What follows belongs to an exercise in optimizing a design on an open flow for small area; a production flow would make more cautious choices. Only simulation tests tie the RTL to the original design; equivalence was not proved.

// conv_top
module conv_top
#(
    parameter DATA_WIDTH  = 8,
    parameter KERNEL_SIZE = 25
)
(
    input  logic                     i_clk,
    input  logic                     i_arstn,
    input  logic                     i_arstn_perf,
    input  logic                     i_enable_count2,
    input  logic                     i_ready,
    input  logic                     i_valid,
    input  logic [KERNEL_SIZE - 1:0] i_bit_X,
    input  logic [KERNEL_SIZE - 1:0] i_bit_K,
    output logic [              1:0] o_conv,
    output logic                     o_ready,
    output logic                     o_valid,
    output logic [             31:0] o_perf_cycle_count,
    output logic [             31:0] o_perf_cycle_count2
);
Size: about 550 flip-flops.
export LEC_CHECK = 0
export CAP_MARGIN = 30
export CORE_MARGIN = 2
export CORE_UTILIZATION = 65
export CTS_BUF_LIST = sky130_fd_sc_hd__clkbuf_8
export CTS_CLUSTER_DIAMETER = 50
export CTS_CLUSTER_SIZE = 15
export SLEW_MARGIN = 20
export BUFFER_PORTS_ARGS = -buffer_cell sky130_fd_sc_hd__buf_1
export CTS_ARGS = -sink_clustering_enable -repair_clock_nets -dont_use_dummy_load -buf_list sky130_fd_sc_hd__clkbuf_8 -sink_clustering_size 15 -sink_clustering_max_diameter 50
export RECOVER_POWER = 100
create_clock -name core_clock -period 12.0 [get_ports {i_clk}]
standard.sh (not shown) runs the stock make flow with config.mk's settings and CLKGATE_MAP_FILE= SYNTH_SCRIPT=/design/flow/synth_recipe.tcl, a recipe that flattens the netlist after the stock synthesis.
==> flow/flow/run.sh <==
#!/bin/bash
# Own layout flow: the standard layout (standard.sh, standard synthesis) with two changes
# made through ORFS variables appended to config.mk:
#  - port buffers are sky130_fd_sc_hd__buf_1 (buffer_ports -buffer_cell);
#  - power recovery (downsizing) after global routing;
#  - clock tree synthesis without dummy loads, clkbuf_8 buffers, clusters of at most 15 sinks.
# The output of the ORFS make run goes to flow_make.log; ORFS keeps each tool's log in orfs/logs.
set -euo pipefail
cat >> config.mk <<'CFG'
export BUFFER_PORTS_ARGS = -buffer_cell sky130_fd_sc_hd__buf_1
export CTS_ARGS = -sink_clustering_enable -repair_clock_nets -dont_use_dummy_load -buf_list sky130_fd_sc_hd__clkbuf_8 -sink_clustering_size 15 -sink_clustering_max_diameter 50
export RECOVER_POWER = 100
CFG
bash standard.sh > flow_make.log 2>&1
The starting point completed and failed the layout checks on max-capacitance violations, max-slew violations.
Edit:
==> flow/run.sh (new file) <==
#!/bin/bash
# synth_recipe.tcl (not shown) runs the flow's synth.tcl, then flattens the netlist and writes it again
# the make line also repeats each setting of config.mk as NAME=value (left out here)
make -C /OpenROAD-flow-scripts/flow DESIGN_CONFIG=/design/flow/config.mk WORK_HOME=/design/flow/orfs CLKGATE_MAP_FILE= SYNTH_SCRIPT=/design/flow/synth_recipe.tcl finish
ABC_AREA = 1   (was unset)
BUFFER_PORTS_ARGS = unset   (was -buffer_cell sky130_fd_sc_hd__buf_1)
CAP_MARGIN = 20   (was 30)
CORE_UTILIZATION = 40   (was 65)
CTS_ARGS = unset   (was -sink_clustering_enable -repair_clock_nets -dont_use_dummy_load -buf_list sky130_fd_sc_hd__clkbuf_8 -sink_clustering_size 15 -sink_clustering_max_diameter 50)
CTS_BUF_LIST = unset   (was sky130_fd_sc_hd__clkbuf_8)
CTS_CLUSTER_DIAMETER = unset   (was 50)
CTS_CLUSTER_SIZE = unset   (was 15)
RECOVER_POWER = unset   (was 100)
removed: flow/flow/run.sh
removed: flow/standard.sh
Result: This time the run completed without violations. Sequential share of layout area is lower by 6.9 points. Worst hold slack improves by 9.0 ps. Clock skew shrinks by 50 ps. Cell area increases by about a fifth. Synthesized cell count is higher by roughly a tenth. First-iteration DRC count rose by a quarter to a third. Count of clock-buffer cells in the layout is higher by 29. Register-to-register slack improves by 650 ps.
Edit:
ABC_AREA = unset   (was 1)
CORE_UTILIZATION = 65   (was 40)
CTS_BUF_LIST = sky130_fd_sc_hd__clkbuf_4   (was unset)
CTS_CLUSTER_DIAMETER = 40   (was unset)
CTS_CLUSTER_SIZE = 8   (was unset)
Effect:
- worst setup slack improved by 93 ps
- design area shrinks by 6.5%
- routed wire length went down by 7.1%
- fmax increases by 0.82%
- first-iteration DRC count went down by 31%
- synthesized area came out lower by 1.5%
- flip-flop and latch count is unchanged
- global-route usage came out higher by 9.3 points
- cell count drops by 17%
- die area falls by 39%
Edit:
CORE_UTILIZATION = 40   (was 65)
CTS_BUF_LIST = unset   (was sky130_fd_sc_hd__clkbuf_4)
CTS_CLUSTER_DIAMETER = unset   (was 40)
CTS_CLUSTER_SIZE = unset   (was 8)
What happened: The changed run ran to the end with no violations; count of clock-buffer cells in the layout shrinks by 23; clock skew shrinks by 54 ps; fmax shrinks by a few percent; global-route usage shrinks by 9.7 points; setup slack is worse by 330 ps; utilization shrinks by 26 points; via count shrinks by a few percent; design area grows by a few percent.
Edit:
==> flow/flow/run.sh (new file) <==
#!/bin/bash
# Own layout flow: the standard layout (standard.sh, standard synthesis) with two changes
# made through ORFS variables appended to config.mk:
#  - port buffers are sky130_fd_sc_hd__buf_1 (buffer_ports -buffer_cell);
#  - clock tree synthesis without dummy loads, clkbuf_4 buffers, clusters of at most 10 sinks.
# The output of the ORFS make run goes to flow_make.log; ORFS keeps each tool's log in orfs/logs.
set -euo pipefail
cat >> config.mk <<'CFG'
export BUFFER_PORTS_ARGS = -buffer_cell sky130_fd_sc_hd__buf_1
export CTS_ARGS = -sink_clustering_enable -repair_clock_nets -dont_use_dummy_load -buf_list sky130_fd_sc_hd__clkbuf_4 -sink_clustering_size 10 -sink_clustering_max_diameter 40
CFG
bash standard.sh > flow_make.log 2>&1
==> flow/standard.sh (new file) <==
#!/bin/bash
# synth_recipe.tcl (not shown) runs the flow's synth.tcl, then flattens the netlist and writes it again
# the make line also repeats each setting of config.mk as NAME=value (left out here)
make -C /OpenROAD-flow-scripts/flow DESIGN_CONFIG=/design/flow/config.mk WORK_HOME=/design/flow/orfs CLKGATE_MAP_FILE= SYNTH_SCRIPT=/design/flow/synth_recipe.tcl "${@:-finish}"
BUFFER_PORTS_ARGS = -buffer_cell sky130_fd_sc_hd__buf_1   (was unset)
CAP_MARGIN = 30   (was 20)
CORE_UTILIZATION = 65   (was 40)
CTS_ARGS = -sink_clustering_enable -repair_clock_nets -dont_use_dummy_load -buf_list sky130_fd_sc_hd__clkbuf_4 -sink_clustering_size 10 -sink_clustering_max_diameter 40   (was unset)
CTS_BUF_LIST = sky130_fd_sc_hd__clkbuf_8   (was unset)
CTS_CLUSTER_DIAMETER = 50   (was unset)
CTS_CLUSTER_SIZE = 15   (was unset)
removed: flow/run.sh
Outcome:
- cell count is lower by 11%
- sequential share of layout area is higher by 6.0 points
- register-to-register slack is worse by 110 ps
- first-iteration DRC count is lower by 19%
- non-clock buffer count is lower by 26
- clock skew is higher by 41 ps
Edit:
==> flow/run.sh (new file) <==
#!/bin/bash
# synth_recipe.tcl (not shown) runs the flow's synth.tcl, then flattens the netlist and writes it again
# the make line also repeats each setting of config.mk as NAME=value (left out here)
make -C /OpenROAD-flow-scripts/flow DESIGN_CONFIG=/design/flow/config.mk WORK_HOME=/design/flow/orfs CLKGATE_MAP_FILE= SYNTH_SCRIPT=/design/flow/synth_recipe.tcl finish
BUFFER_PORTS_ARGS = unset   (was -buffer_cell sky130_fd_sc_hd__buf_1)
CAP_MARGIN = 20   (was 30)
CTS_ARGS = unset   (was -sink_clustering_enable -repair_clock_nets -dont_use_dummy_load -buf_list sky130_fd_sc_hd__clkbuf_4 -sink_clustering_size 10 -sink_clustering_max_diameter 40)
CTS_BUF_LIST = unset   (was sky130_fd_sc_hd__clkbuf_8)
CTS_CLUSTER_DIAMETER = unset   (was 50)
CTS_CLUSTER_SIZE = unset   (was 15)
removed: flow/flow/run.sh
removed: flow/standard.sh
Worst setup slack gets worse by 66 ps.
Global-route usage goes up by 1.1 points.
Via count goes up by 2.1%.
First-iteration DRC count goes up by 35%.
Register-to-register slack gets better by 80 ps.
Die area stays the same.
Wire length goes up by 3.9%.

## afterwards: timing with drivers on the ports
Ports are ideal in the flow. The routed layouts listed here were re-timed in OpenROAD.
Step 1: set_driving_cell puts a clkbuf_16 on i_clk and a buf_2 on each other input, an assumption about the parent block.
Step 2, shift: input delay + t, output delay - t, t = (earliest + latest rising clock arrival at the registers) / 2. This alone moves slack from input paths to output paths.
Slacks: ideal ports / drivers / drivers and shift; pairs: ideal ports / drivers.
run	t, ns	setup slack, ns	hold WS [ns]	worst setup path at the end	slew at the worst register clock pin (ns)
the first run	0.619	0.616 / 0.567 / 0.694	0.300 / 0.300 / 0.300	register to register	0.09 / 0.09
the second run	0.655	0.631 / 0.604 / 0.570	0.309 / 0.309 / 0.309	input to register	0.07 / 0.07
the third run	0.770	0.724 / 0.675 / 0.525	0.281 / 0.281 / 0.281	input to register	0.10 / 0.10
the fourth run	0.656	0.392 / 0.371 / 0.371	0.305 / 0.305 / 0.305	input to output	0.06 / 0.06
the fifth run	0.720	0.460 / 0.409 / 0.862	0.270 / 0.270 / 0.270	input to output	0.11 / 0.11
the sixth run	0.607	0.394 / 0.342 / 0.407	0.311 / 0.311 / 0.311	input to output	0.07 / 0.07
For the third run, which loses most, drivers alone change the setup slack by -0.049 ns; drivers and shift together by -0.199 ns.
